Background: an optimization exercise with open tools, aiming at small area. Do not read the settings as production practice.
In this exercise RTL edits were held to simulation tests only and were not proved equivalent to the original.
Power is estimated from default activity; no workload was simulated.

## flow/design.v

```verilog
module fir_tree(input [7:0] x0, input [111:0] d, output [14:0] ra, output [14:0] rb);
wire [7:0] dl1 = d[7:0];
wire [7:0] dl2 = d[15:8];
wire [7:0] dl3 = d[23:16];
wire [7:0] dl4 = d[31:24];
wire [7:0] dl5 = d[39:32];
wire [7:0] dl6 = d[47:40];
wire [7:0] dl7 = d[55:48];
wire [7:0] dl8 = d[63:56];
wire [7:0] dl9 = d[71:64];
wire [7:0] dl10 = d[79:72];
wire [7:0] dl11 = d[87:80];
wire [7:0] dl12 = d[95:88];
wire [7:0] dl13 = d[103:96];
wire [7:0] dl14 = d[111:104];
wire s1, c1; my_ha u_s1(.a(dl4[0]), .b(dl10[0]), .s(s1), .co(c1));
wire s2, c2; my_fa u_s2(.a(dl4[1]), .b(dl10[1]), .c(c1), .s(s2), .co(c2));
wire s3, c3; my_fa u_s3(.a(dl4[2]), .b(dl10[2]), .c(c2), .s(s3), .co(c3));
wire s4, c4; my_fa u_s4(.a(dl4[3]), .b(dl10[3]), .c(c3), .s(s4), .co(c4));
wire s5, c5; my_fa u_s5(.a(dl4[4]), .b(dl10[4]), .c(c4), .s(s5), .co(c5));
wire s6, c6; my_fa u_s6(.a(dl4[5]), .b(dl10[5]), .c(c5), .s(s6), .co(c6));
wire s7, c7; my_fa u_s7(.a(dl4[6]), .b(dl10[6]), .c(c6), .s(s7), .co(c7));
wire s8, c8; my_fa u_s8(.a(dl4[7]), .b(dl10[7]), .c(c7), .s(s8), .co(c8));
wire s9, c9; my_ha u_s9(.a(dl6[0]), .b(dl8[0]), .s(s9), .co(c9));
wire s10, c10; my_fa u_s10(.a(dl6[1]), .b(dl8[1]), .c(c9), .s(s10), .co(c10));
wire s11, c11; my_fa u_s11(.a(dl6[2]), .b(dl8[2]), .c(c10), .s(s11), .co(c11));
wire s12, c12; my_fa u_s12(.a(dl6[3]), .b(dl8[3]), .c(c11), .s(s12), .co(c12));
wire s13, c13; my_fa u_s13(.a(dl6[4]), .b(dl8[4]), .c(c12), .s(s13), .co(c13));
wire s14, c14; my_fa u_s14(.a(dl6[5]), .b(dl8[5]), .c(c13), .s(s14), .co(c14));
wire s15, c15; my_fa u_s15(.a(dl6[6]), .b(dl8[6]), .c(c14), .s(s15), .co(c15));
wire s16, c16; my_fa u_s16(.a(dl6[7]), .b(dl8[7]), .c(c15), .s(s16), .co(c16));
wire s17, c17; my_fa u_s17(.a(dl1[0]), .b(dl2[0]), .c(dl12[0]), .s(s17), .co(c17));
wire s18, c18; my_fa u_s18(.a(dl13[0]), .b(dl14[0]), .c(s1), .s(s18), .co(c18));
wire s19, c19; my_ha u_s19(.a(s9), .b(s17), .s(s19), .co(c19));
wire s20 = ~(dl1[1] ^ dl2[1]); wire c20 = dl1[1] | dl2[1];
wire s21, c21; my_fa u_s21(.a(dl12[1]), .b(dl13[1]), .c(dl14[1]), .s(s21), .co(c21));
wire s22, c22; my_fa u_s22(.a(s1), .b(c17), .c(s20), .s(s22), .co(c22));
wire s23, c23; my_fa u_s23(.a(s21), .b(s2), .c(s10), .s(s23), .co(c23));
wire s24, c24; my_fa u_s24(.a(c18), .b(c19), .c(s22), .s(s24), .co(c24));
wire s25 = ~(dl1[2] ^ dl2[2]); wire c25 = dl1[2] | dl2[2];
wire s26, c26; my_fa u_s26(.a(dl12[2]), .b(dl13[2]), .c(dl14[2]), .s(s26), .co(c26));
wire s27, c27; my_fa u_s27(.a(s9), .b(c20), .c(c21), .s(s27), .co(c27));
wire s28, c28; my_fa u_s28(.a(s25), .b(s26), .c(s2), .s(s28), .co(c28));
wire s29, c29; my_fa u_s29(.a(c22), .b(s27), .c(s3), .s(s29), .co(c29));
wire s30, c30; my_fa u_s30(.a(s11), .b(c23), .c(c24), .s(s30), .co(c30));
wire s31, c31; my_ha u_s31(.a(s28), .b(s29), .s(s31), .co(c31));
wire s32, c32; my_fa u_s32(.a(dl1[3]), .b(dl2[3]), .c(dl5[0]), .s(s32), .co(c32));
wire s33, c33; my_fa u_s33(.a(dl9[0]), .b(dl12[3]), .c(dl13[3]), .s(s33), .co(c33));
wire s34, c34; my_fa u_s34(.a(dl14[3]), .b(s9), .c(c25), .s(s34), .co(c34));
wire s35, c35; my_fa u_s35(.a(c26), .b(s32), .c(s33), .s(s35), .co(c35));
wire s36, c36; my_fa u_s36(.a(s10), .b(c27), .c(s34), .s(s36), .co(c36));
wire s37, c37; my_fa u_s37(.a(s35), .b(s3), .c(c28), .s(s37), .co(c37));
wire s38, c38; my_fa u_s38(.a(s36), .b(s4), .c(s12), .s(s38), .co(c38));
wire s39, c39; my_fa u_s39(.a(c29), .b(c30), .c(s37), .s(s39), .co(c39));
wire s40, c40; my_ha u_s40(.a(c31), .b(s38), .s(s40), .co(c40));
wire s41, c41; my_fa u_s41(.a(dl1[4]), .b(dl2[4]), .c(dl5[1]), .s(s41), .co(c41));
wire s42, c42; my_fa u_s42(.a(dl7[0]), .b(dl9[1]), .c(dl12[4]), .s(s42), .co(c42));
wire s43, c43; my_fa u_s43(.a(dl13[4]), .b(dl14[4]), .c(c32), .s(s43), .co(c43));
wire s44, c44; my_fa u_s44(.a(c33), .b(s41), .c(s42), .s(s44), .co(c44));
wire s45, c45; my_fa u_s45(.a(s10), .b(c34), .c(c35), .s(s45), .co(c45));
wire s46, c46; my_fa u_s46(.a(s43), .b(s44), .c(s11), .s(s46), .co(c46));
wire s47, c47; my_fa u_s47(.a(c36), .b(s45), .c(s4), .s(s47), .co(c47));
wire s48, c48; my_fa u_s48(.a(c37), .b(s46), .c(s5), .s(s48), .co(c48));
wire s49, c49; my_fa u_s49(.a(s13), .b(c38), .c(c39), .s(s49), .co(c49));
wire s50, c50; my_fa u_s50(.a(s47), .b(c40), .c(s48), .s(s50), .co(c50));
wire s51, c51; my_fa u_s51(.a(dl1[5]), .b(dl2[5]), .c(dl5[2]), .s(s51), .co(c51));
wire s52, c52; my_fa u_s52(.a(dl7[1]), .b(dl9[2]), .c(dl12[5]), .s(s52), .co(c52));
wire s53, c53; my_fa u_s53(.a(dl13[5]), .b(dl14[5]), .c(c41), .s(s53), .co(c53));
wire s54, c54; my_fa u_s54(.a(c42), .b(s51), .c(s52), .s(s54), .co(c54));
wire s55, c55; my_fa u_s55(.a(c43), .b(c44), .c(s53), .s(s55), .co(c55));
wire s56, c56; my_fa u_s56(.a(s54), .b(s11), .c(c45), .s(s56), .co(c56));
wire s57, c57; my_fa u_s57(.a(s55), .b(s12), .c(c46), .s(s57), .co(c57));
wire s58, c58; my_fa u_s58(.a(s56), .b(s5), .c(c47), .s(s58), .co(c58));
wire s59, c59; my_fa u_s59(.a(s57), .b(s6), .c(s14), .s(s59), .co(c59));
wire s60, c60; my_fa u_s60(.a(c48), .b(c49), .c(s58), .s(s60), .co(c60));
wire s61, c61; my_ha u_s61(.a(c50), .b(s59), .s(s61), .co(c61));
wire s62, c62; my_fa u_s62(.a(dl1[6]), .b(dl2[6]), .c(dl5[3]), .s(s62), .co(c62));
wire s63, c63; my_fa u_s63(.a(dl7[2]), .b(dl9[3]), .c(dl12[6]), .s(s63), .co(c63));
wire s64, c64; my_fa u_s64(.a(dl13[6]), .b(dl14[6]), .c(c51), .s(s64), .co(c64));
wire s65, c65; my_fa u_s65(.a(c52), .b(s62), .c(s63), .s(s65), .co(c65));
wire s66, c66; my_fa u_s66(.a(c53), .b(c54), .c(s64), .s(s66), .co(c66));
wire s67, c67; my_fa u_s67(.a(s65), .b(c55), .c(s66), .s(s67), .co(c67));
wire s68, c68; my_fa u_s68(.a(s12), .b(c56), .c(s67), .s(s68), .co(c68));
wire s69, c69; my_fa u_s69(.a(s13), .b(c57), .c(s68), .s(s69), .co(c69));
wire s70, c70; my_fa u_s70(.a(s6), .b(c58), .c(s69), .s(s70), .co(c70));
wire s71, c71; my_fa u_s71(.a(s7), .b(s15), .c(c59), .s(s71), .co(c71));
wire s72, c72; my_fa u_s72(.a(c60), .b(s70), .c(c61), .s(s72), .co(c72));
wire s73, c73; my_fa u_s73(.a(dl1[7]), .b(dl2[7]), .c(dl5[4]), .s(s73), .co(c73));
wire s74, c74; my_fa u_s74(.a(dl7[3]), .b(dl9[4]), .c(dl12[7]), .s(s74), .co(c74));
wire s75, c75; my_fa u_s75(.a(dl13[7]), .b(dl14[7]), .c(c62), .s(s75), .co(c75));
wire s76, c76; my_fa u_s76(.a(c63), .b(s73), .c(s74), .s(s76), .co(c76));
wire s77, c77; my_fa u_s77(.a(c64), .b(c65), .c(s75), .s(s77), .co(c77));
wire s78, c78; my_fa u_s78(.a(s76), .b(c66), .c(s77), .s(s78), .co(c78));
wire s79, c79; my_fa u_s79(.a(c67), .b(s78), .c(s13), .s(s79), .co(c79));
wire s80, c80; my_fa u_s80(.a(c68), .b(s14), .c(c69), .s(s80), .co(c80));
wire s81, c81; my_fa u_s81(.a(s79), .b(s7), .c(c70), .s(s81), .co(c81));
wire s82, c82; my_fa u_s82(.a(s80), .b(s8), .c(s16), .s(s82), .co(c82));
wire s83, c83; my_fa u_s83(.a(c71), .b(s81), .c(c72), .s(s83), .co(c83));
wire s84 = ~(dl5[5] ^ dl7[4]); wire c84 = dl5[5] | dl7[4];
wire s85, c85; my_fa u_s85(.a(dl9[5]), .b(c73), .c(c74), .s(s85), .co(c85));
wire s86, c86; my_fa u_s86(.a(s84), .b(c75), .c(c76), .s(s86), .co(c86));
wire s87, c87; my_fa u_s87(.a(s85), .b(c77), .c(s86), .s(s87), .co(c87));
wire s88, c88; my_fa u_s88(.a(c78), .b(s87), .c(s14), .s(s88), .co(c88));
wire s89, c89; my_fa u_s89(.a(c79), .b(s15), .c(c80), .s(s89), .co(c89));
wire s90, c90; my_fa u_s90(.a(s88), .b(c8), .c(s8), .s(s90), .co(c90));
wire s91, c91; my_fa u_s91(.a(c16), .b(c81), .c(s89), .s(s91), .co(c91));
wire s92, c92; my_fa u_s92(.a(c82), .b(s90), .c(s91), .s(s92), .co(c92));
wire s93, c93; my_ha u_s93(.a(c83), .b(s92), .s(s93), .co(c93));
wire s94, c94; my_fa u_s94(.a(dl5[6]), .b(dl7[5]), .c(dl9[6]), .s(s94), .co(c94));
wire s95, c95; my_fa u_s95(.a(c84), .b(s94), .c(c85), .s(s95), .co(c95));
wire s96, c96; my_fa u_s96(.a(c86), .b(s95), .c(c87), .s(s96), .co(c96));
wire s97, c97; my_fa u_s97(.a(s96), .b(s15), .c(c88), .s(s97), .co(c97));
wire s98, c98; my_fa u_s98(.a(c8), .b(s16), .c(c89), .s(s98), .co(c98));
wire s99, c99; my_fa u_s99(.a(s97), .b(c90), .c(c91), .s(s99), .co(c99));
wire s100, c100; my_fa u_s100(.a(s98), .b(c92), .c(s99), .s(s100), .co(c100));
wire s101 = ~(dl5[7] ^ dl7[6]); wire c101 = dl5[7] | dl7[6];
wire s102, c102; my_fa u_s102(.a(dl9[7]), .b(c94), .c(s101), .s(s102), .co(c102));
wire s103, c103; my_fa u_s103(.a(s102), .b(c95), .c(c96), .s(s103), .co(c103));
wire s104, c104; my_fa u_s104(.a(s103), .b(c16), .c(s16), .s(s104), .co(c104));
wire s105, c105; my_fa u_s105(.a(c97), .b(c98), .c(s104), .s(s105), .co(c105));
wire s106, c106; my_ha u_s106(.a(c99), .b(s105), .s(s106), .co(c106));
wire s107 = ~(dl7[7] ^ c101); wire c107 = dl7[7] | c101;
wire s108, c108; my_fa u_s108(.a(c102), .b(s107), .c(c103), .s(s108), .co(c108));
wire s109, c109; my_fa u_s109(.a(s108), .b(c16), .c(c104), .s(s109), .co(c109));
wire s110, c110; my_ha u_s110(.a(c105), .b(s109), .s(s110), .co(c110));
wire s111 = ~(c107 ^ c108); wire c111 = c107 | c108;
wire s112, c112; my_ha u_s112(.a(s111), .b(c109), .s(s112), .co(c112));
wire s113, c113; my_ha u_s113(.a(s18), .b(s19), .s(s113), .co(c113));
wire s114, c114; my_fa u_s114(.a(s23), .b(s24), .c(c113), .s(s114), .co(c114));
wire s115, c115; my_fa u_s115(.a(s30), .b(c114), .c(s31), .s(s115), .co(c115));
wire s116, c116; my_fa u_s116(.a(s39), .b(s40), .c(c115), .s(s116), .co(c116));
wire s117, c117; my_fa u_s117(.a(s49), .b(s50), .c(c116), .s(s117), .co(c117));
wire s118, c118; my_fa u_s118(.a(s60), .b(s61), .c(c117), .s(s118), .co(c118));
wire s119, c119; my_fa u_s119(.a(s71), .b(s72), .c(c118), .s(s119), .co(c119));
wire s120, c120; my_fa u_s120(.a(s82), .b(s83), .c(c119), .s(s120), .co(c120));
assign ra = {1'b1, c111, c110, c106, c100, c93, s93, s120, s119, s118, s117, s116, s115, s114, s113};
assign rb = {1'b0, c112, s112, s110, s106, s100, c120, x0[7], x0[6], x0[5], x0[4], x0[3], x0[2], x0[1], x0[0]};
endmodule
module my_fa(input a, input b, input c, output s, output co);
assign s  = a ^ b ^ c;
assign co = (a & b) | (a & c) | (b & c);
endmodule
module my_ha(input a, input b, output s, output co);
assign s  = a ^ b;
assign co = a & b;
endmodule
module fir_cpa(input [14:0] a, input [14:0] b, output [14:0] s);
wire [15:0] c;
assign c[0] = 1'b0;
my_ha u_ha0(.a(a[0]), .b(b[0]), .s(s[0]), .co(c[1]));
genvar i;
generate for (i = 1; i < 15; i = i + 1) begin : g
    my_fa u_fa(.a(a[i]), .b(b[i]), .c(c[i]), .s(s[i]), .co(c[i+1]));
end endgenerate
endmodule
module sg_exc(input [9:0] n, input [1:0] sel, output reg inc, output reg dec);
always @* begin inc=0; dec=0; case({sel,n})
  12'd0: inc=1;
  12'd48: inc=1;
  12'd96: inc=1;
  12'd120: inc=1;
  12'd192: inc=1;
  12'd216: inc=1;
  12'd312: inc=1;
  12'd384: inc=1;
  12'd768: inc=1;
  12'd792: inc=1;
  12'd816: inc=1;
  12'd840: dec=1;
  12'd888: inc=1;
  12'd1008: inc=1;
  12'd1120: dec=1;
  12'd1264: dec=1;
  12'd1360: dec=1;
  12'd1488: dec=1;
  12'd1600: dec=1;
  12'd1712: dec=1;
  12'd1872: dec=1;
  12'd1904: dec=1;
  12'd2032: dec=1;
  12'd2264: inc=1;
  12'd2408: inc=1;
  12'd2480: dec=1;
  12'd2696: inc=1;
  12'd2768: dec=1;
  12'd2912: dec=1;
  12'd3072: inc=1;
  12'd3112: inc=1;
  12'd3120: dec=1;
  12'd3128: inc=1;
  12'd3168: inc=1;
  12'd3208: inc=1;
  12'd3264: inc=1;
  12'd3320: inc=1;
  12'd3400: inc=1;
  12'd3456: inc=1;
  12'd3512: inc=1;
  12'd3784: inc=1;
  12'd3832: dec=1;
  12'd3840: inc=1;
  12'd3888: dec=1;
  12'd3896: inc=1;
  12'd3944: dec=1;
  12'd4024: dec=1;
  12'd4080: dec=1;
  12'd4088: inc=1;
  default: ; endcase end
endmodule
module signal_generator(input [9:0] n, input [3:0] q9, input [1:0] sel, output [7:0] x);
reg [10:0] u; wire [4:0] a = n[4:0];
always @* case(a)
  5'd0: u = 11'h1;
  5'd1: u = 11'h61;
  5'd2: u = 11'hc4;
  5'd3: u = 11'h11c;
  5'd4: u = 11'h169;
  5'd5: u = 11'h1a8;
  5'd6: u = 11'h1d9;
  5'd7: u = 11'h1f7;
  5'd8: u = 11'h203;
  5'd9: u = 11'h1f8;
  5'd10: u = 11'h1d9;
  5'd11: u = 11'h1a9;
  5'd12: u = 11'h169;
  5'd13: u = 11'h11c;
  5'd14: u = 11'hc4;
  5'd15: u = 11'h64;
  5'd16: u = 11'h1;
  5'd17: u = 11'h79c;
  5'd18: u = 11'h73c;
  5'd19: u = 11'h6e1;
  5'd20: u = 11'h697;
  5'd21: u = 11'h657;
  5'd22: u = 11'h627;
  5'd23: u = 11'h608;
  5'd24: u = 11'h5fe;
  5'd25: u = 11'h609;
  5'd26: u = 11'h627;
  5'd27: u = 11'h658;
  5'd28: u = 11'h697;
  5'd29: u = 11'h6e3;
  5'd30: u = 11'h73c;
  5'd31: u = 11'h79c;
endcase
reg [1:0] q3; always @* case(q9)
  4'd0: q3 = 2'd0;
  4'd1: q3 = 2'd1;
  4'd2: q3 = 2'd2;
  4'd3: q3 = 2'd0;
  4'd4: q3 = 2'd1;
  4'd5: q3 = 2'd2;
  4'd6: q3 = 2'd0;
  4'd7: q3 = 2'd1;
  4'd8: q3 = 2'd2;
  4'd9: q3 = 2'd0;
  4'd10: q3 = 2'd0;
  4'd11: q3 = 2'd0;
  4'd12: q3 = 2'd0;
  4'd13: q3 = 2'd0;
  4'd14: q3 = 2'd0;
  4'd15: q3 = 2'd0;
  default: q3 = 0; endcase
wire [4:0] i0 = {q3, n[2:0]}; reg [9:0] v0;
always @* case(i0)
  5'd0: v0 = 10'h3fe;
  5'd1: v0 = 10'h313;
  5'd2: v0 = 10'hb4;
  5'd3: v0 = 10'h61;
  5'd4: v0 = 10'h2ff;
  5'd5: v0 = 10'h61;
  5'd6: v0 = 10'hb4;
  5'd7: v0 = 10'h313;
  5'd8: v0 = 10'h323;
  5'd9: v0 = 10'hc9;
  5'd10: v0 = 10'h43;
  5'd11: v0 = 10'h301;
  5'd12: v0 = 10'h80;
  5'd13: v0 = 10'h9b;
  5'd14: v0 = 10'h308;
  5'd15: v0 = 10'h20;
  5'd16: v0 = 10'hdd;
  5'd17: v0 = 10'h20;
  5'd18: v0 = 10'h308;
  5'd19: v0 = 10'h9e;
  5'd20: v0 = 10'h80;
  5'd21: v0 = 10'h301;
  5'd22: v0 = 10'h43;
  5'd23: v0 = 10'hc9;
  default: v0 = 0; endcase
wire [6:0] i1 = {q3, n[4:0]}; reg [9:0] v1;
always @* case(i1)
  7'd0: v1 = 10'h0;
  7'd1: v1 = 10'h77;
  7'd2: v1 = 10'h328;
  7'd3: v1 = 10'h100;
  7'd4: v1 = 10'h316;
  7'd5: v1 = 10'ha0;
  7'd6: v1 = 10'h3c9;
  7'd7: v1 = 10'h3b6;
  7'd8: v1 = 10'hb3;
  7'd9: v1 = 10'h308;
  7'd10: v1 = 10'hfe;
  7'd11: v1 = 10'h339;
  7'd12: v1 = 10'h60;
  7'd13: v1 = 10'h17;
  7'd14: v1 = 10'h370;
  7'd15: v1 = 10'he0;
  7'd16: v1 = 10'h2ff;
  7'd17: v1 = 10'he0;
  7'd18: v1 = 10'h370;
  7'd19: v1 = 10'h17;
  7'd20: v1 = 10'h60;
  7'd21: v1 = 10'h339;
  7'd22: v1 = 10'hfe;
  7'd23: v1 = 10'h308;
  7'd24: v1 = 10'hb2;
  7'd25: v1 = 10'h3b6;
  7'd26: v1 = 10'h3c9;
  7'd27: v1 = 10'ha0;
  7'd28: v1 = 10'h316;
  7'd29: v1 = 10'hfd;
  7'd30: v1 = 10'h328;
  7'd31: v1 = 10'h77;
  7'd32: v1 = 10'h321;
  7'd33: v1 = 10'h88;
  7'd34: v1 = 10'h3ef;
  7'd35: v1 = 10'h398;
  7'd36: v1 = 10'hc9;
  7'd37: v1 = 10'h307;
  7'd38: v1 = 10'hf1;
  7'd39: v1 = 10'h350;
  7'd40: v1 = 10'h44;
  7'd41: v1 = 10'h38;
  7'd42: v1 = 10'h358;
  7'd43: v1 = 10'hef;
  7'd44: v1 = 10'h301;
  7'd45: v1 = 10'hd0;
  7'd46: v1 = 10'h38f;
  7'd47: v1 = 10'h3f8;
  7'd48: v1 = 10'h80;
  7'd49: v1 = 10'h32b;
  7'd50: v1 = 10'h100;
  7'd51: v1 = 10'h318;
  7'd52: v1 = 10'h9e;
  7'd53: v1 = 10'h3d8;
  7'd54: v1 = 10'h3a9;
  7'd55: v1 = 10'hbf;
  7'd56: v1 = 10'h30a;
  7'd57: v1 = 10'hf8;
  7'd58: v1 = 10'h33f;
  7'd59: v1 = 10'h58;
  7'd60: v1 = 10'h20;
  7'd61: v1 = 10'h367;
  7'd62: v1 = 10'he4;
  7'd63: v1 = 10'h300;
  7'd64: v1 = 10'hde;
  7'd65: v1 = 10'h300;
  7'd66: v1 = 10'he8;
  7'd67: v1 = 10'h367;
  7'd68: v1 = 10'h1f;
  7'd69: v1 = 10'h58;
  7'd70: v1 = 10'h33f;
  7'd71: v1 = 10'hf8;
  7'd72: v1 = 10'h30b;
  7'd73: v1 = 10'hbf;
  7'd74: v1 = 10'h3a9;
  7'd75: v1 = 10'h3d8;
  7'd76: v1 = 10'h9e;
  7'd77: v1 = 10'h318;
  7'd78: v1 = 10'h100;
  7'd79: v1 = 10'h327;
  7'd80: v1 = 10'h80;
  7'd81: v1 = 10'h3f8;
  7'd82: v1 = 10'h393;
  7'd83: v1 = 10'hd0;
  7'd84: v1 = 10'h301;
  7'd85: v1 = 10'hef;
  7'd86: v1 = 10'h358;
  7'd87: v1 = 10'h38;
  7'd88: v1 = 10'h45;
  7'd89: v1 = 10'h350;
  7'd90: v1 = 10'hf1;
  7'd91: v1 = 10'h307;
  7'd92: v1 = 10'hc9;
  7'd93: v1 = 10'h398;
  7'd94: v1 = 10'h3ef;
  7'd95: v1 = 10'h84;
  default: v1 = 0; endcase
wire [6:0] i2 = {q9, n[2:0]}; reg [9:0] v2;
always @* case(i2)
  7'd0: v2 = 10'h3;
  7'd1: v2 = 10'h39f;
  7'd2: v2 = 10'hb4;
  7'd3: v2 = 10'h313;
  7'd4: v2 = 10'h100;
  7'd5: v2 = 10'h312;
  7'd6: v2 = 10'hb4;
  7'd7: v2 = 10'h39f;
  7'd8: v2 = 10'h3ab;
  7'd9: v2 = 10'haf;
  7'd10: v2 = 10'h317;
  7'd11: v2 = 10'h100;
  7'd12: v2 = 10'h30f;
  7'd13: v2 = 10'hbc;
  7'd14: v2 = 10'h393;
  7'd15: v2 = 10'h9;
  7'd16: v2 = 10'ha5;
  7'd17: v2 = 10'h31f;
  7'd18: v2 = 10'h100;
  7'd19: v2 = 10'h30e;
  7'd20: v2 = 10'hc1;
  7'd21: v2 = 10'h38a;
  7'd22: v2 = 10'h14;
  7'd23: v2 = 10'h4f;
  7'd24: v2 = 10'h323;
  7'd25: v2 = 10'hff;
  7'd26: v2 = 10'h308;
  7'd27: v2 = 10'hc9;
  7'd28: v2 = 10'h37f;
  7'd29: v2 = 10'h20;
  7'd30: v2 = 10'h43;
  7'd31: v2 = 10'h364;
  7'd32: v2 = 10'hfd;
  7'd33: v2 = 10'h307;
  7'd34: v2 = 10'hd3;
  7'd35: v2 = 10'h378;
  7'd36: v2 = 10'h29;
  7'd37: v2 = 10'h38;
  7'd38: v2 = 10'h36c;
  7'd39: v2 = 10'hd8;
  7'd40: v2 = 10'h303;
  7'd41: v2 = 10'hd8;
  7'd42: v2 = 10'h36c;
  7'd43: v2 = 10'h38;
  7'd44: v2 = 10'h29;
  7'd45: v2 = 10'h378;
  7'd46: v2 = 10'hd3;
  7'd47: v2 = 10'h304;
  7'd48: v2 = 10'hdd;
  7'd49: v2 = 10'h367;
  7'd50: v2 = 10'h43;
  7'd51: v2 = 10'h20;
  7'd52: v2 = 10'h37f;
  7'd53: v2 = 10'hc9;
  7'd54: v2 = 10'h308;
  7'd55: v2 = 10'hff;
  7'd56: v2 = 10'h35b;
  7'd57: v2 = 10'h4f;
  7'd58: v2 = 10'h14;
  7'd59: v2 = 10'h38b;
  7'd60: v2 = 10'hc1;
  7'd61: v2 = 10'h30b;
  7'd62: v2 = 10'h100;
  7'd63: v2 = 10'h31c;
  7'd64: v2 = 10'h55;
  7'd65: v2 = 10'h9;
  7'd66: v2 = 10'h393;
  7'd67: v2 = 10'hbf;
  7'd68: v2 = 10'h30f;
  7'd69: v2 = 10'h100;
  7'd70: v2 = 10'h317;
  7'd71: v2 = 10'hac;
  default: v2 = 0; endcase
wire [5:0] i3 = {q3, n[3:0]}; reg [9:0] v3;
always @* case(i3)
  6'd0: v3 = 10'h3f9;
  6'd1: v3 = 10'h328;
  6'd2: v3 = 10'h30f;
  6'd3: v3 = 10'h3d0;
  6'd4: v3 = 10'hb0;
  6'd5: v3 = 10'hfe;
  6'd6: v3 = 10'h60;
  6'd7: v3 = 10'h369;
  6'd8: v3 = 10'h2fd;
  6'd9: v3 = 10'h369;
  6'd10: v3 = 10'h60;
  6'd11: v3 = 10'hfe;
  6'd12: v3 = 10'hb0;
  6'd13: v3 = 10'h3d0;
  6'd14: v3 = 10'h30f;
  6'd15: v3 = 10'h328;
  6'd16: v3 = 10'hde;
  6'd17: v3 = 10'he8;
  6'd18: v3 = 10'h20;
  6'd19: v3 = 10'h33f;
  6'd20: v3 = 10'h308;
  6'd21: v3 = 10'h3a8;
  6'd22: v3 = 10'h97;
  6'd23: v3 = 10'hf9;
  6'd24: v3 = 10'h78;
  6'd25: v3 = 10'h38f;
  6'd26: v3 = 10'h300;
  6'd27: v3 = 10'h358;
  6'd28: v3 = 10'h3f;
  6'd29: v3 = 10'hf0;
  6'd30: v3 = 10'hc8;
  6'd31: v3 = 10'h3ef;
  6'd32: v3 = 10'h321;
  6'd33: v3 = 10'h3ef;
  6'd34: v3 = 10'hc8;
  6'd35: v3 = 10'hf0;
  6'd36: v3 = 10'h3f;
  6'd37: v3 = 10'h358;
  6'd38: v3 = 10'h300;
  6'd39: v3 = 10'h38f;
  6'd40: v3 = 10'h80;
  6'd41: v3 = 10'hf9;
  6'd42: v3 = 10'h97;
  6'd43: v3 = 10'h3a8;
  6'd44: v3 = 10'h308;
  6'd45: v3 = 10'h33f;
  6'd46: v3 = 10'h20;
  6'd47: v3 = 10'he8;
  default: v3 = 0; endcase
reg [9:0] vh; reg h; always @* case(sel) 0: begin vh=v0; h=n[3]; end 1: begin vh=v1; h=n[5]; end 2: begin vh=v2; h=n[3]; end default: begin vh=v3; h=n[4]; end endcase
wire inc, dec; sg_exc u_exc(.n(n), .sel(sel), .inc(inc), .dec(dec));
wire [9:0] v = vh ^ {10{h}};
wire [11:0] sum = {{1{u[10]}},u} + {{2{v[9]}},v};
assign x = (sum[10:3] + {{7{dec}},inc|dec}) ^ 8'h7f;
endmodule
module g_nand2(input a, input b, output y);  assign y = ~(a & b); endmodule
module g_nand3(input a, input b, input c, output y);  assign y = ~(a & b & c); endmodule
module g_nand4(input a, input b, input c, input d, output y);  assign y = ~(a & b & c & d); endmodule
module g_nor2(input a, input b, output y);  assign y = ~(a | b); endmodule
module g_nor4(input a, input b, input c, input d, output y);  assign y = ~(a | b | c | d); endmodule
module g_inv(input a, output y);  assign y = ~a; endmodule
module g_a222oi(input a1, input a2, input b1, input b2, input c1, input c2, output y);
    assign y = ~((a1 & a2) | (b1 & b2) | (c1 & c2));
endmodule
module ram_rdec(input [5:0] a, output [63:0] s);
wire [5:0] an;
wire [7:0] pl, ph;
genvar i, j;
generate
    for (i = 0; i < 6; i = i + 1) begin : ginv
        g_inv u(.a(a[i]), .y(an[i]));
    end
    for (i = 0; i < 8; i = i + 1) begin : gpre
        g_nand3 ul(.a((i & 1) != 0 ? a[0] : an[0]), .b((i & 2) != 0 ? a[1] : an[1]), .c((i & 4) != 0 ? a[2] : an[2]), .y(pl[i]));
        g_nand3 uh(.a((i & 1) != 0 ? a[3] : an[3]), .b((i & 2) != 0 ? a[4] : an[4]), .c((i & 4) != 0 ? a[5] : an[5]), .y(ph[i]));
    end
    for (j = 0; j < 8; j = j + 1) begin : gh
        for (i = 0; i < 8; i = i + 1) begin : gl
            g_nor2 u(.a(pl[i]), .b(ph[j]), .y(s[j*8+i]));
        end
    end
endgenerate
endmodule
module ram_rbit(input [63:0] d, input [63:0] s, output q);
wire [21:0] t;
wire [5:0] u;
wire [1:0] v;
genvar i;
generate
    for (i = 0; i < 21; i = i + 1) begin : ga
        g_a222oi ua(.a1(s[3*i]), .a2(d[3*i]), .b1(s[3*i+1]), .b2(d[3*i+1]), .c1(s[3*i+2]), .c2(d[3*i+2]), .y(t[i]));
    end
endgenerate
g_nand2 ul(.a(s[63]), .b(d[63]), .y(t[21]));
g_nand4 u0(.a(t[0]),  .b(t[1]),  .c(t[2]),  .d(t[3]),  .y(u[0]));
g_nand4 u1(.a(t[4]),  .b(t[5]),  .c(t[6]),  .d(t[7]),  .y(u[1]));
g_nand4 u2(.a(t[8]),  .b(t[9]),  .c(t[10]), .d(t[11]), .y(u[2]));
g_nand4 u3(.a(t[12]), .b(t[13]), .c(t[14]), .d(t[15]), .y(u[3]));
g_nand4 u4(.a(t[16]), .b(t[17]), .c(t[18]), .d(t[19]), .y(u[4]));
g_nand2 u5(.a(t[20]), .b(t[21]), .y(u[5]));
g_nor4  v0(.a(u[0]), .b(u[1]), .c(u[2]), .d(u[3]), .y(v[0]));
g_nor2  v1(.a(u[4]), .b(u[5]), .y(v[1]));
g_nand2 w0(.a(v[0]), .b(v[1]), .y(q));
endmodule
module top_full_design
    #(
        parameter NB_ADDR = 6,
        parameter NB_DATA = 8
    )
    (
        output [NB_DATA - 1 : 0] o_log_data_from_ram,
        output o_log_ram_full,
        input [2:0] i_enable,
        input [1:0] i_sel,
        input i_reset,
        input clock
    );
reg [9:0] gen_cnt;
reg [3:0] gen_q9;
wire gen_clr = ~i_reset | ~i_enable[0];
always @(posedge clock or posedge gen_clr) begin
    if (gen_clr) begin
        gen_cnt <= 10'd0;
        gen_q9  <= 4'd0;
    end else begin
        gen_cnt <= gen_cnt + 10'd1;
        gen_q9  <= (&gen_cnt || gen_q9 == 4'd8) ? 4'd0 : gen_q9 + 4'd1;
    end
end
reg [1:0] sel_prev;
reg [1:0] sel;
always @(posedge clock) begin
    if (~i_reset) begin
        sel_prev <= 2'b00;
        sel      <= 2'b00;
    end else begin
        sel_prev <= i_sel;
        sel      <= sel ^ (i_sel & ~sel_prev);
    end
end
wire [7:0] x0s;
signal_generator u_gen (.n(gen_cnt), .q9(gen_q9), .sel(sel), .x(x0s));
localparam [8*15-1:0] POL = {
    8'h7f, 8'h7f, 8'h7f,                       
    8'h80, 8'h80, 8'h80, 8'h80, 8'h80, 8'h80,  
    8'h80, 8'h80,                              
    8'h7f, 8'h7f, 8'h7f, 8'h7f };              
wire [7:0] dl [0:14];
assign dl[0] = x0s;
genvar gk, gi;
generate
    for (gk = 1; gk <= 14; gk = gk + 1) begin : gdl
        for (gi = 0; gi < 8; gi = gi + 1) begin : gbit
            localparam P  = POL[8*gk + gi];
            localparam FL = POL[8*gk + gi] ^ POL[8*(gk-1) + gi];
            reg q;
            if (FL) begin : gflip
                always @(posedge clock)
                    if (~i_reset | i_enable[0])
                        q <= i_reset ? ~dl[gk-1][gi] : P;
            end else begin : gkeep
                always @(posedge clock)
                    if (~i_reset)          q <= P;
                    else if (i_enable[0])  q <= dl[gk-1][gi];
            end
            assign dl[gk][gi] = q;
        end
    end
endgenerate
wire [14:0] ra, rb;
fir_tree u_tree(.x0(x0s), .d({dl[14], dl[13], dl[12], dl[11], dl[10], dl[9], dl[8],
                            dl[7], dl[6], dl[5], dl[4], dl[3], dl[2], dl[1]}),
                .ra(ra), .rb(rb));
reg [14:0] ra_r, rb_r;
always @(posedge clock) begin
    ra_r <= ra;
    rb_r <= rb;
end
wire [14:0] acc;
fir_cpa u_cpa(.a(ra_r), .b(rb_r), .s(acc));
wire sat_ok = (acc[14] == acc[13]);
wire [7:0] y = sat_ok ? {acc[14], acc[12:6]} : {acc[14], {7{~acc[14]}}};
reg [7:0] y2, y3;
always @(posedge clock) begin
    y2 <= y;
    y3 <= y2;
end
reg        run;
reg [5:0]  wc;
reg        full;
wire       wc_last = &wc;
always @(posedge clock) begin
    if (~i_reset)      run <= 1'b0;
    else if (~run)     run <= i_enable[1] & ~full;
    else               run <= ~wc_last;
    if (~run) wc <= 6'd0;
    else      wc <= wc + 6'd1;
    if (~i_reset | ~i_enable[1]) full <= 1'b0;
    else if (wc_last)            full <= 1'b1;
end
reg [7:0] mem [0:63];
always @(posedge clock) begin
    if (run) mem[wc] <= y3;
end
reg [5:0] rd_addr;
reg       rd_inc, rd_rstn;
wire [5:0] rd_cnt = rd_rstn ? rd_addr + {5'd0, rd_inc} : 6'd0;
reg [7:0] rd_data, dout;
wire [63:0] rd_sel;
wire [7:0] rd_mux;
wire [511:0] mem_flat;
genvar gw, gb;
generate
    for (gw = 0; gw < 64; gw = gw + 1) begin : gmem
        assign mem_flat[gw*8 +: 8] = mem[gw];
    end
    for (gb = 0; gb < 8; gb = gb + 1) begin : grd
        wire [63:0] col;
        for (gw = 0; gw < 64; gw = gw + 1) begin : gc
            assign col[gw] = mem_flat[gw*8 + gb];
        end
        ram_rbit u_rbit(.d(col), .s(rd_sel), .q(rd_mux[gb]));
    end
endgenerate
ram_rdec u_rdec(.a(rd_addr), .s(rd_sel));
always @(posedge clock) begin
    rd_rstn <= i_reset;
    rd_inc  <= i_enable[2];
    rd_addr <= rd_cnt;
    rd_data <= rd_mux;
    dout    <= rd_data;
end
assign o_log_data_from_ram = dout;
assign o_log_ram_full = full;
endmodule
```

## flow/run.sh

```bash
#!/bin/bash
# synth_recipe.tcl (not shown) runs the flow's synth.tcl, then flattens the netlist and writes it again
# the make line also repeats each setting of config.mk as NAME=value (left out here)
make -C /OpenROAD-flow-scripts/flow DESIGN_CONFIG=/design/flow/config.mk WORK_HOME=/design/flow/orfs CLKGATE_MAP_FILE= SYNTH_SCRIPT=/design/flow/synth_recipe.tcl finish
```

## flow/config.mk

```make
export PLATFORM = sky130hd
export DESIGN_NAME = top_full_design
export DESIGN_NICKNAME = top_full_design
export VERILOG_FILES = /design/flow/design.v
export SDC_FILE = /design/flow/constraint.sdc
export NUM_CORES = 4
export LEC_CHECK = 0
export CAP_MARGIN = 20
export CORE_MARGIN = 2
export CORE_UTILIZATION = 40
export CTS_BUF_LIST = sky130_fd_sc_hd__clkbuf_16
export CTS_CLUSTER_DIAMETER = 100
export CTS_CLUSTER_SIZE = 30
export SLEW_MARGIN = 20
export SYNTH_HIERARCHICAL = 1
export SYNTH_MEMORY_MAX_BITS = 16384
```

## flow/constraint.sdc

```tcl
create_clock -name core_clock -period 8.0 [get_ports {clock}]
set_input_delay 1.6000 -clock core_clock [delete_from_list [all_inputs] [get_ports {clock}]]
set_output_delay 1.6000 -clock core_clock [all_outputs]
set_load 0.01 [all_outputs]
```

==> Flow_metrics.wiki, run 1 <==
{| class="wikitable"
! Metric !! Value
|-
| Final hold slack || 0.332 ns
|-
| Netlist area before placement || 0.0336 mm²
|-
| Post-layout util || 0.427
|-
| Routed Wire Length || 92300 µm
|-
| Fraction of met2 tracks used by global routing || 0.339
|-
| Worst path required time || between 8 and 9 ns
|-
| Fraction of registers with async set/reset || 0.0194
|-
| Biggest cell delay along the critical path || 0.53 ns
|-
| Number of cells on the worst reg-to-reg path || 32
|-
| Max-slew violation count || 0
|-
| Leading cell types in the layout, fill and taps excluded || 528 x sky130_fd_sc_hd__edfxtp_1, 239 x sky130_fd_sc_hd__nor2_1, 180 x sky130_fd_sc_hd__nand2_1, 170 x sky130_fd_sc_hd__dfxtp_1, 169 x sky130_fd_sc_hd__a222oi_1
|-
| Category of cells accounting for the largest share of critical-path delay || compound AO/OA/AOI/OAI gates
|-
| Result of the run || finished clean
|-
| Nets in the synthesized netlist || 2780
|-
| Busiest layer in global routing || met2
|-
| Via count of the routed design || 22.2k
|-
| Post-detailed-route wirelength per cell || 25.4 µm
|-
| Clock-pin slew on the worst setup and hold paths || ~0.11 ns
|-
| Share of layout cells above drive strength 1 || 0.0582
|-
| Layout area overhead || 6.12%
|-
| Max-cap viol count || 0
|-
| TritonCTS clock tree || yes
|-
| Most instantiated flip-flop cell in the synthesis netlist || sky130_fd_sc_hd__edfxtp_1
|-
| Commonest non-fill, non-tap cell in the layout || sky130_fd_sc_hd__edfxtp_1
|-
| Highest net fanout along the worst path || 19
|-
| Setup slack of the most critical reg-to-reg path || 1.18 ns
|-
| Global placer's final weighted congestion || a little under 1
|-
| Avg Vias per Cell || 6.09
|-
| Initial standard-cell utilization of the core || 0.402
|-
| Largest net degree at the start of global routing || 122
|-
| Leakage power || around 12 nW
|-
| Warnings from Yosys || 9
|-
| Top-level port count || 16
|-
| Num Clock Sinks || 720
|-
| Number of buffers created by CTS || 29
|-
| Worst IR Drop VDD || 0.000193 V
|-
| Fraction of met1 tracks used by global routing || 0.297
|-
| Max H-tree Level || 1
|-
| Cell Pwr Density || 233 mW/mm²
|-
| FF+latch count, synth || 720
|-
| Num rows || around 110
|-
| Actual slew at the worst max-slew pin || between 1 and 1.5 ns
|-
| Vias in the first global route || 21.6k
|-
| Yosys cell types || 91
|-
| Port Buffers || 15
|-
| Synth Instances || approximately 2.6k
|-
| Share of the clock period used by the worst path after layout || 0.852
|-
| Buffers inserted by post-CTS timing repair || 0
|-
| Cell area reported after detailed placement || approximately 0.035 mm²
|-
| Buffer and inverter count on the worst path || 2
|-
| Rel. slew slack || 0.272
|-
| Fin cells || 3640
|-
| Layout fillers || 7691
|-
| Number of antenna violations at the first check in global routing || 1
|-
| M3 GR Usage || 0.0271
|-
| Mean cell area of the mapped netlist || around 13 µm²
|-
| Hold/Removal Path Class || reg -> reg
|-
| Horizontal die dimension || between 200 and 300 µm
|-
| DRC violations left || 0
|-
| Sequential area share after synthesis || 0.589
|-
| Hold bufs inserted after CTS || 0
|-
| Data arrival, critical path || roughly 7.4 ns
|-
| Detailed placement HPWL || 62900 µm
|-
| Wire length of the first global-routing pass || 139000 µm
|-
| Kind of end point of the critical path || register
|-
| Final Hold Vio Count || 0
|-
| DRT iter0 DRCs || 3275
|-
| Antenna-violating nets left || 0
|-
| NumNets Final || 2717
|-
| Critical path depth in cells || 32
|-
| Layout Cell Area excl Fill || 0.0356 mm²
|-
| Upper clock frequency limit || ~0.15 GHz
|-
| Core Footprint || 0.0834 mm²
|-
| Root Driver || sky130_fd_sc_hd__clkbuf_16
|-
| Setup repair after global routing missed its margin || false
|-
| Largest clock skew in the final design || roughly 0.038 ns
|-
| Number of synthesized flops with an enable pin || 528
|-
| Number of cells after detailed placement || 3586
|-
| Sort of element at the start of the critical path || register
|-
| Setup violation total in the final timing report || 0
|-
| Total global-route track usage || 0.210
|-
| Setup TNS after final layout || 0 ns
|-
| Gr ovfl total || 0
|-
| Cell with the largest stage delay on the worst path || sky130_fd_sc_hd__ha_1
|-
| Total Die Area || around 0.086 mm²
|-
| First-pass iteration count of the detailed router || 6
|-
| Number of buffers between clock root and the deepest sink || 3
|-
| PostCTS Resize Cnt || 0
|-
| Clock network latency to the later pin of the worst-skew pair || ~0.66 ns
|-
| Critical Setup Path Class || reg -> reg
|-
| Minimum clock period || 6.82 ns
|-
| Die Y-Extent || 294 µm
|-
| Worst Hold Depth || 0
|-
| Antenna diode count || 0
|}
## cell type report
type | instances | area, µm² | area share
clock buffers | 29 | 726 | 0.0204
clock inverters | 25 | 171 | 0.00481
inverters | 55 | 206 | 0.00579
multi-input cells | 1651 | 12700 | 0.358
flip-flops and latches | 720 | 19800 | 0.555
well taps | 1080 | 1350 | 0.0379
repair buffers | 80 | 646 | 0.0181
## report_power, final
group | switching, mW | leakage, nW | internal [mW] | total [mW]
logic | 1.14 | 5.13 | 0.668 | 1.81
registers | 0.0853 | 6.37 | 4.59 | 4.68
clock network | 1.14 | 0.506 | 0.691 | 1.83
## Yosys cell counts, drive strengths merged, types with 5 or more instances
cell type,instances,area (µm²)
a311oi,22,199
a21o,6,45.0
mux4,10,225
nor3b,7,52.6
o21ai,88,452
nand2,180,676
a211oi,18,135
and2,24,150
nor3,33,165
a22oi,5,37.5
mux2i,106,1060
nand3,66,335
dfrtp,14,350
o22ai,9,56.3
nand3b,5,37.5
ha,55,688
nor2,239,897
xnor2,39,342
edfxtp,528,15900
nor2b,76,475
nand2b,22,138
clkbuf,73,274
inv,53,199
fa,118,2360
a21oi,93,469
buf,101,588
and3,5,31.3
a222oi,169,1690
a21boi,6,45.1
dfxtp,178,3560
or2,7,43.8
or3,5,31.3
xor2,19,166
nor4,14,138
o31ai,9,67.6
a32o,8,80.1
nand4,49,307
o311ai,12,105
and3b,5,43.8
a31oi,30,188
o211ai,21,158
## state kept, by name (all words and copies together) (netlist names)
name / count
rd_data: 8
y2: 8
dout: 8
ra_r: 15
run: 1
gdl.gbit.q: 112
gen_cnt: 10
sel: 2
rd_addr: 6
rb_r: 15
sel_prev: 2
rd_inc: 1
y3: 8
mem: 512
full: 1
gen_q9: 4
wc: 6
rd_rstn: 1
## stage by stage
stage          worst slack [ns]  power (mW)
2_1_floorplan              1.37        6.44
3_3_place_gp               1.14        6.58
3_5_place_dp               1.20        6.62
4_1_cts                    1.17        8.41
5_1_grt                   0.533        8.77
6_report                   1.18        8.32
## path summary, 6_finish.rpt
| kind | startpoint | to |
|---|---|---|
| setup / recovery | gen_cnt[1]$_DFF_PP0_ | gdl[1].gbit[7].q$_SDFFE_PN0P_ |
| hold / removal | y2[0]$_DFF_P_ | y3[0]$_DFF_P_ |
| setup reg to reg | gen_cnt[1]$_DFF_PP0_ | gdl[1].gbit[7].q$_SDFFE_PN0P_ |
| hold reg to reg | y2[0]$_DFF_P_ | y3[0]$_DFF_P_ |
| max in group asynchronous | i_reset | gen_cnt[3]$_DFF_PP0_ |
| min in group asynchronous | i_enable[0] | gen_cnt[6]$_DFF_PP0_ |
## per-module statistics from Yosys (local to each module, per instance), excerpt
module            cells inside  cell area [µm²]  flops+latches  copies in the design
sg_exc                     104              676              0                     1
g_a222oi                     1             10.0              0                   168
fir_tree                    58              383              0                     1
g_nand3                      1             5.00              0                    16
g_nor2                       1             3.75              0                    72
my_ha                        1             12.5              0                    12
signal_generator           807             4960              0                     1
g_nand2                      1             3.75              0                    24
my_fa                        1             20.0              0                   117
g_nand4                      1             6.26              0                    40
top_full_design           1168            22600            720                     1
## per-layer routing
| metal | part of all wire | wire, µm |
|---|---|---|
| met5 | 0.00014 | 13 |
| met4 | 0.032 | 2980 |
| met3 | 0.073 | 6710 |
| met2 | 0.47 | 43200 |
| met1 | 0.43 | 39400 |
## cells by family after synthesis
logic type	Yosys count	share of synthesized area
mux	117	0.0386
compound gates	547	0.125
other cells	2	0.000224
buf+inv	229	0.0318
flops	720	0.589
xor+xnor	59	0.0158
fa+ha+maj	173	0.0909
simple gates	753	0.109
==> run 2, diff against run 1 <==
--- a/flow/config.mk
+++ b/flow/config.mk
@@ -8,9 +8,9 @@
 export CAP_MARGIN = 20
 export CORE_MARGIN = 2
 export CORE_UTILIZATION = 40
-export CTS_BUF_LIST = sky130_fd_sc_hd__clkbuf_16
-export CTS_CLUSTER_DIAMETER = 100
-export CTS_CLUSTER_SIZE = 30
+export CTS_BUF_LIST = sky130_fd_sc_hd__clkbuf_8
+export CTS_CLUSTER_DIAMETER = 60
+export CTS_CLUSTER_SIZE = 16
 export SLEW_MARGIN = 20
 export SYNTH_HIERARCHICAL = 1
 export SYNTH_MEMORY_MAX_BITS = 16384
==> Flow_metrics.wiki, run 2 <==
{| class="wikitable"
! Metric !! Value
|-
| Most instantiated flip-flop cell in the synthesis netlist || sky130_fd_sc_hd__edfxtp_1
|-
| Buffers inserted by post-CTS timing repair || 0
|-
| Cell with the largest stage delay on the worst path || sky130_fd_sc_hd__ha_1
|-
| Wire length of the first global-routing pass || 141000 µm
|-
| Horizontal die dimension || 294 µm
|-
| Cell types with the largest area share after synthesis || sky130_fd_sc_hd__edfxtp_1 47%, sky130_fd_sc_hd__dfxtp_1 11%, sky130_fd_sc_hd__fa_1 7.0%
|-
| Setup slack at placement || 1.20 ns
|-
| Busiest layer in global routing || met2
|-
| Total Die Area || 0.0863 mm²
|-
| M3 GR Usage || 0.0344
|-
| Num Clock Sinks || 720
|-
| Global placer's final weighted congestion || between 0.9 and 1
|-
| Layout area overhead || 6.67%
|-
| DRT iter0 DRCs || 3338
|-
| Layout fillers || 7689
|-
| Biggest cell delay along the critical path || between 0.5 and 0.6 ns
|-
| Layout Cell Area excl Fill || 0.0358 mm²
|-
| Fraction of registers with async set/reset || 0.0194
|-
| Buffer and inverter count on the worst path || 2
|-
| TritonCTS clock tree || yes
|-
| Warnings from Yosys || 9
|-
| Commonest non-fill, non-tap cell in the layout || sky130_fd_sc_hd__edfxtp_1
|-
| Cell area reported after detailed placement || 0.0347 mm²
|-
| Worst Setup Slack, final || ~1.1 ns
|-
| Leading cell types in the layout, fill and taps excluded || 528 x sky130_fd_sc_hd__edfxtp_1, 239 x sky130_fd_sc_hd__nor2_1, 180 x sky130_fd_sc_hd__nand2_1, 170 x sky130_fd_sc_hd__dfxtp_1, 169 x sky130_fd_sc_hd__a222oi_1
|-
| Kind of end point of the critical path || register
|-
| Most frequent cell after synthesis || sky130_fd_sc_hd__edfxtp_1
|-
| Num rows || about 110
|-
| Core Footprint || 0.0834 mm²
|-
| Worst IR Drop VDD || 0.000193 V
|-
| Critical Setup Path Class || reg -> reg
|-
| Yosys cell types || slightly above 90
|-
| Nets in the synthesized netlist || between 2k and 3k
|-
| Multi-input logic area || 0.0127 mm²
|-
| Data arrival, critical path || 7.45 ns
|-
| Worst setup path endpoint || gdl[1].gbit[7].q$_SDFFE_PN0P_
|-
| Final Hold Vio Count || 0
|-
| Avg Vias per Cell || around 6
|-
| Hold bufs inserted after CTS || 0
|-
| Number of buffers between clock root and the deepest sink || 3
|-
| Rel. slew slack || 0.251
|-
| NumNets Final || ~2.7k
|-
| Upper clock frequency limit || 0.145 GHz
|-
| Port Buffers || 15
|-
| Share of layout cells above drive strength 1 || 0.0724
|-
| Clock-pin slew on the worst setup and hold paths || approximately 0.090 ns
|-
| Mean cell area of the mapped netlist || 12.9 µm²
|-
| Setup slack of the most critical reg-to-reg path || 1.11 ns
|-
| PostCTS Resize Cnt || 0
|-
| Minimum clock period || 6.89 ns
|-
| Leakage power || roughly 12 nW
|-
| Fraction of met1 tracks used by global routing || 0.299
|-
| Max-slew violation count || 0
|-
| Post-layout util || 0.429
|-
| Number of synthesized flops with an enable pin || between 500 and 600
|-
| Setup TNS after final layout || 0 ns
|-
| Fraction of met2 tracks used by global routing || 0.340
|-
| Setup violation total in the final timing report || 0
|-
| Number of cells on the worst reg-to-reg path || 32
|-
| Highest net fanout along the worst path || 19
|-
| Clock network latency to the later pin of the worst-skew pair || about 0.73 ns
|-
| Largest register FFs || 512
|-
| Gr ovfl total || 0
|-
| Critical path depth in cells || 32
|-
| Reg area || between 0.015 and 0.02 mm²
|-
| Antenna-violating nets left || 0
|-
| First-pass iteration count of the detailed router || 6
|-
| Hold/Removal Path Class || reg -> reg
|-
| Cell Pwr Density || roughly 240 mW/mm²
|-
| Sort of element at the start of the critical path || register
|-
| Largest net degree at the start of global routing || between 100 and 150
|-
| Total global-route track usage || 0.213
|-
| Actual slew at the worst max-slew pin || 1.11 ns
|-
| Routed Wire Length || 93300 µm
|-
| Max H-tree Level || 2
|-
| Sequential area share after synthesis || 0.589
|-
| Setup repair after global routing missed its margin || false
|-
| Initial standard-cell utilization of the core || 0.402
|-
| Total power after layout || 8.46 mW
|-
| Netlist area before placement || 0.0336 mm²
|-
| Max-cap viol count || 0
|-
| FF+latch count, synth || 720
|-
| Number of antenna violations at the first check in global routing || 2
|-
| Share of the clock period used by the worst path after layout || 0.861
|-
| Largest clock skew in the final design || 0.0585 ns
|-
| Worst path required time || approximately 8.6 ns
|-
| Library cell occupying the most area in the post-synthesis netlist || sky130_fd_sc_hd__edfxtp_1
|-
| Post-detailed-route wirelength per cell || about 25 µm
|-
| Root Driver || sky130_fd_sc_hd__clkbuf_8
|-
| Largest registers ranked by flip-flop count || mem (512), gdl.gbit.q (112)
|-
| Number of buffers created by CTS || 56
|-
| Result of the run || finished clean
|-
| Detailed placement HPWL || 62900 µm
|-
| Vias in the first global route || 21.9k
|-
| Worst reg2reg endpoint || gdl[1].gbit[7].q$_SDFFE_PN0P_
|-
| Via count of the routed design || approximately 22k
|-
| Synth Instances || 2600
|-
| Category of cells accounting for the largest share of critical-path delay || compound AO/OA/AOI/OAI gates
|-
| Critical register-to-register path startpoint || gen_cnt[1]$_DFF_PP0_
|-
| Launching instance or port of the critical path || gen_cnt[1]$_DFF_PP0_
|-
| Top-level port count || 16
|-
| Die Y-Extent || 294 µm
|-
| Fraction of post-synthesis cell area in the top cell type by area || 0.472
|-
| DRC violations left || 0
|-
| Register ranked first by flip-flop count || mem
|-
| Leading post-synthesis cells by instance count || 528 x sky130_fd_sc_hd__edfxtp_1, 239 x sky130_fd_sc_hd__nor2_1, 180 x sky130_fd_sc_hd__nand2_1, 178 x sky130_fd_sc_hd__dfxtp_1, 169 x sky130_fd_sc_hd__a222oi_1
|}
==> run 2: cell families after synthesis <==
logic type,share of synthesized area
xor+xnor,0.0158
flops,0.589
other cells,0.000224
fa+ha+maj,0.0909
mux,0.0386
compound gates,0.125
simple gates,0.109
buf+inv,0.0318
==> run 2: worst min path at each step <==
stage	from	to	slack, ns	depth (start not counted)
CTS	y2[5]$_DFF_P_	y3[5]$_DFF_P_	0.33	0
detailed placement	y2[5]$_DFF_P_	y3[5]$_DFF_P_	0.31	0
global placement	y2[6]$_DFF_P_	y3[6]$_DFF_P_	0.31	0
global route	y2[7]$_DFF_P_	y3[7]$_DFF_P_	0.34	0
finish	y2[6]$_DFF_P_	y3[6]$_DFF_P_	0.33	0
floorplan	rd_data[0]$_DFF_P_	dout[0]$_DFF_P_	0.31	0
==> run 2: where the power goes <==
group | switching, mW | internal [mW] | total (mW)
combinational | 1.14 | 0.669 | 1.81
sequential | 0.0851 | 4.59 | 4.68
clock | 1.24 | 0.722 | 1.97
total | 2.47 | 5.98 | 8.46
==> run 2: metrics by stage <==
step,std cells,hold slack [ns]
floorplan,2600,0.310
global placement,3586,0.310
detailed placement,3586,0.312
CTS,3692,0.332
global route,3693,0.337
finish,3693,0.330
==> run 2: layout make-up <==
cell class / instances / share of cell area
Sequential cell: 720 / 0.552
Multi-Input combinational cell: 1651 / 0.356
Tap cell: 1080 / 0.0377
Clock buffer: 56 / 0.0215
Timing Repair Buffer: 80 / 0.0180
Clock inverter: 50 / 0.00866
Inverter: 55 / 0.00576
Antenna cell: 1 / 0.0000699
==> run 2: per-module statistics from Yosys, one instance, submodules excluded, a selection <==
module | cell area (µm²) | copies in the design
g_a222oi | 10.0 | 168
signal_generator | 4960 | 1
g_nor4 | 12.5 | 8
sg_exc | 676 | 1
g_nand2 | 3.75 | 24
fir_tree | 383 | 1
my_fa | 20.0 | 117
top_full_design | 22600 | 1
g_nand4 | 6.26 | 40
g_nor2 | 3.75 | 72
g_inv | 3.75 | 6
g_nand3 | 5.00 | 16
my_ha | 12.5 | 12
==> run 2: metal layers <==
layer,part of all wire,vias up
li1,-,9923
met1,0.42,11200
met2,0.47,1076
met3,0.077,202
met4,0.033,2
met5,0.00014,-
==> run 3, diff against run 2 <==
==> flow/config.mk (replaced) <==
export PLATFORM = sky130hd
export DESIGN_NAME = top_full_design
export DESIGN_NICKNAME = top_full_design
export VERILOG_FILES = /design/flow/design.v
export SDC_FILE = /design/flow/constraint.sdc
export NUM_CORES = 4
export LEC_CHECK = 0
export CAP_MARGIN = 0
export CORE_MARGIN = 2
export CORE_UTILIZATION = 60
export CTS_BUF_LIST = sky130_fd_sc_hd__clkbuf_8
export CTS_CLUSTER_DIAMETER = 60
export CTS_CLUSTER_SIZE = 16
export SLEW_MARGIN = 0
export SYNTH_HIERARCHICAL = 1
export SYNTH_MEMORY_MAX_BITS = 16384
==> Flow_metrics.wiki, run 3 <==
{| class="wikitable"
! Metric !! Value
|-
| Result of the run || finished clean
|-
| Most frequent cell after synthesis || sky130_fd_sc_hd__edfxtp_1
|-
| Number of synthesized flops with an enable pin || between 500 and 600
|-
| Layout fillers || 4223
|-
| Yosys cell types || 91
|-
| Most instantiated flip-flop cell in the synthesis netlist || sky130_fd_sc_hd__edfxtp_1
|-
| Detailed placement HPWL || 61300 µm
|-
| Setup violation total in the final timing report || 0
|-
| Synth Instances || 2600
|-
| Highest net fanout along the worst path || 16
|-
| Wire length of the first global-routing pass || between 100000 and 150000 µm
|-
| PostCTS Resize Cnt || 0
|-
| Num rows || 86
|-
| Worst IR Drop VDD || 0.000240 V
|-
| Die Y-Extent || 241 µm
|-
| Number of buffers created by CTS || 54
|-
| Core Footprint || 0.0552 mm²
|-
| Largest register FFs || slightly above 500
|-
| Warnings from Yosys || 9
|-
| Post-detailed-route wirelength per cell || 27.3 µm
|-
| Vias in the first global route || roughly 22k
|-
| Clock network latency to the later pin of the worst-skew pair || about 0.73 ns
|-
| Global placer's final weighted congestion || 1.02
|-
| Avg Vias per Cell || between 6 and 7
|-
| Largest registers ranked by flip-flop count || mem (512), gdl.gbit.q (112)
|-
| Final Hold Vio Count || 0
|-
| Fraction of registers with async set/reset || 0.0194
|-
| Layout Cell Area excl Fill || 0.0352 mm²
|-
| Actual slew at the worst max-slew pin || 1.28 ns
|-
| Sort of element at the start of the critical path || register
|-
| Cell with the largest stage delay on the worst path || sky130_fd_sc_hd__dfrtp_1
|-
| TritonCTS clock tree || yes
|-
| Setup TNS after final layout || 0 ns
|-
| Number of buffers between clock root and the deepest sink || 3
|-
| Leading cell types in the layout, fill and taps excluded || 528 x sky130_fd_sc_hd__edfxtp_1, 239 x sky130_fd_sc_hd__nor2_1, 180 x sky130_fd_sc_hd__nand2_1, 170 x sky130_fd_sc_hd__dfxtp_1, 169 x sky130_fd_sc_hd__a222oi_1
|-
| Root Driver || sky130_fd_sc_hd__clkbuf_8
|-
| Gr ovfl total || 0
|-
| Cell area reported after detailed placement || 0.0342 mm²
|-
| Setup slack at placement || between 1 and 1.5 ns
|-
| NumNets Final || 2726
|-
| Cell Pwr Density || 240 mW/mm²
|-
| Leading post-synthesis cells by instance count || 528 x sky130_fd_sc_hd__edfxtp_1, 239 x sky130_fd_sc_hd__nor2_1, 180 x sky130_fd_sc_hd__nand2_1, 178 x sky130_fd_sc_hd__dfxtp_1, 169 x sky130_fd_sc_hd__a222oi_1
|-
| Number of antenna violations at the first check in global routing || 2
|-
| Final hold slack || 0.330 ns
|-
| Number of cells after detailed placement || 3238
|-
| Antenna-violating nets left || 0
|-
| Leakage power || 12.1 nW
|-
| Rel. slew slack || 0.147
|-
| Reg area || 0.0198 mm²
|-
| Sequential area share after synthesis || 0.589
|-
| Total Die Area || 0.0579 mm²
|-
| Max-cap viol count || 0
|-
| Fin cells || around 3.3k
|-
| Top-level port count || 16
|-
| Multi-input logic area || 0.0127 mm²
|-
| Initial standard-cell utilization of the core || 0.608
|-
| Horizontal die dimension || 241 µm
|-
| Mean cell area of the mapped netlist || between 10 and 15 µm²
|-
| Via count of the routed design || 22.6k
|-
| Hold bufs inserted after CTS || 0
|-
| Kind of end point of the critical path || register
|-
| DRC violations left || 0
|-
| Layout area overhead || 4.85%
|-
| Data arrival, critical path || 7.58 ns
|-
| Largest clock skew in the final design || approximately 0.045 ns
|-
| Buffers inserted by post-CTS timing repair || 0
|-
| Post-layout util || 0.638
|-
| Largest net degree at the start of global routing || about 120
|-
| FF+latch count, synth || 720
|-
| Fraction of post-synthesis cell area in the top cell type by area || 0.472
|-
| Worst Setup Slack, final || 1.01 ns
|-
| Max H-tree Level || 2
|-
| Critical Setup Path Class || reg -> reg
|-
| Port Buffers || 15
|-
| Biggest cell delay along the critical path || 0.54 ns
|-
| Cell types with the largest area share after synthesis || sky130_fd_sc_hd__edfxtp_1 47%, sky130_fd_sc_hd__dfxtp_1 11%, sky130_fd_sc_hd__fa_1 7.0%
|-
| First-pass iteration count of the detailed router || 10
|-
| Worst path required time || about 8.6 ns
|-
| Num Clock Sinks || 720
|-
| Share of layout cells above drive strength 1 || 0.0633
|-
| Hold/Removal Path Class || reg -> reg
|-
| Setup repair after global routing missed its margin || false
|-
| Max-slew violation count || 0
|-
| Library cell occupying the most area in the post-synthesis netlist || sky130_fd_sc_hd__edfxtp_1
|-
| Nets in the synthesized netlist || about 2.8k
|-
| Netlist area before placement || 0.0336 mm²
|-
| Share of the clock period used by the worst path after layout || 0.873
|-
| Register ranked first by flip-flop count || mem
|-
| Minimum clock period || 6.99 ns
|-
| Upper clock frequency limit || 0.143 GHz
|-
| Routed Wire Length || 91200 µm
|-
| Clock-pin slew on the worst setup and hold paths || 0.09 ns
|-
| DRT iter0 DRCs || 3312
|-
| Total power after layout || 8.44 mW
|-
| Commonest non-fill, non-tap cell in the layout || sky130_fd_sc_hd__edfxtp_1
|-
| Total global-route track usage || 0.317
|}
-- run 3: cell counts after synthesis --
No cell type changed its count.
-- run 3: cell families after synthesis --
family	Yosys count	synth area share
and+or+nand+nor	753	0.109
DFF	720	0.589
AOI/OAI and AO/OA	547	0.125
buffers and inverters	229	0.0318
adders and majority gates	173	0.0909
muxes	117	0.0386
xor gates and xnor gates	59	0.0158
other	2	0.000224
-- run 3: cell type report --
class                   count  area share
multi-input cells        1651       0.362
repair buffers             64      0.0149
diodes                      1   0.0000711
well taps                 748      0.0266
flip-flops and latches    720       0.562
clock inverters            48     0.00743
clock buffers              54      0.0211
inverters                  55     0.00586
-- run 3: critical path, delay by kind of cell (launching register included) --
family                   cells  cell delay (ns)
AO/OA/AOI/OAI               11             2.12
XOR/XNOR                     4             0.83
adder cells (fa/ha/maj)      3             0.89
buffers and inverters        4             0.59
flip-flops                   1             0.54
multiplexers                 2             0.67
AND/OR/NAND/NOR              8             1.24
-- run 3: final timing paths --
kind | startpoint | slack, ns | depth (start not counted) | to
worst min register to register | y2[7]$_DFF_P_ | 0.33 | 0 | y3[7]$_DFF_P_
max in group asynchronous | i_reset | 5.56 | 3 | gen_cnt[3]$_DFF_PP0_
worst max register to register | gen_q9[0]$_DFF_PP0_ | 1.01 | 32 | gdl[1].gbit[7].q$_SDFFE_PN0P_
min in group asynchronous | i_enable[0] | 1.70 | 2 | gen_cnt[9]$_DFF_PP0_
worst min-delay path | y2[7]$_DFF_P_ | 0.33 | 0 | y3[7]$_DFF_P_
worst max-delay path | gen_q9[0]$_DFF_PP0_ | 1.01 | 32 | gdl[1].gbit[7].q$_SDFFE_PN0P_
-- run 3: Yosys stat by module, one instance, submodules excluded, a selection --
module            times used  cell area, µm²  flip-flops and latches
g_nand4                   40            6.26                       0
fir_tree                   1             383                       0
g_inv                      6            3.75                       0
top_full_design            1           22600                     720
my_ha                     12            12.5                       0
g_nor2                    72            3.75                       0
g_nand2                   24            3.75                       0
g_nand3                   16            5.00                       0
g_nor4                     8            12.5                       0
signal_generator           1            4960                       0
my_fa                    117            20.0                       0
sg_exc                     1             676                       0
-- run 3: power by group --
part / switching (mW) / leakage, nW / total, mW / internal [mW]
logic: 1.08 / 5.06 / 1.78 / 0.706
clock network: 1.20 / 0.643 / 1.86 / 0.661
registers: 0.212 / 6.37 / 4.80 / 4.59
total: 2.49 / 12.1 / 8.44 / 5.96
-- run 3: layer usage --
layer  part of all wire  GRT usage  up-vias
met1               0.40      0.438    11200
met2               0.46      0.495     1232
met4              0.047      0.137        2
met5            0.00015          0        -
met3              0.098     0.0622      285
li1                   -          -     9883

separate check: timing with driven ports:
The flow's constraints put no driver on any port. The routed layouts listed below were extracted and timed again, unchanged, in two steps.
Step 1 sets driving cells, clkbuf_16 on the clock port and buf_2 on the other inputs (assumed; they add their load-dependent delay and slew).
Step 2, shift: input delay + t, output delay - t, t = (earliest + latest rising clock arrival at the registers) / 2. This alone moves slack from input paths to output paths.
a / b / c = no drivers / after step 1 / after step 2; a / b = the first two.
run	t (ns)	setup WS [ns]	latest minus earliest clock arrival (ns)	slew at the worst register clock pin (ns)
run 1	0.705	1.182 / 1.182 / 1.182	0.051 / 0.051	0.12 / 0.12
run 2	0.763	1.114 / 1.114 / 1.114	0.060 / 0.060	0.11 / 0.11
run 3	0.768	1.013 / 1.013 / 1.013	0.047 / 0.046	0.11 / 0.11
After both steps every run listed still meets setup and hold.
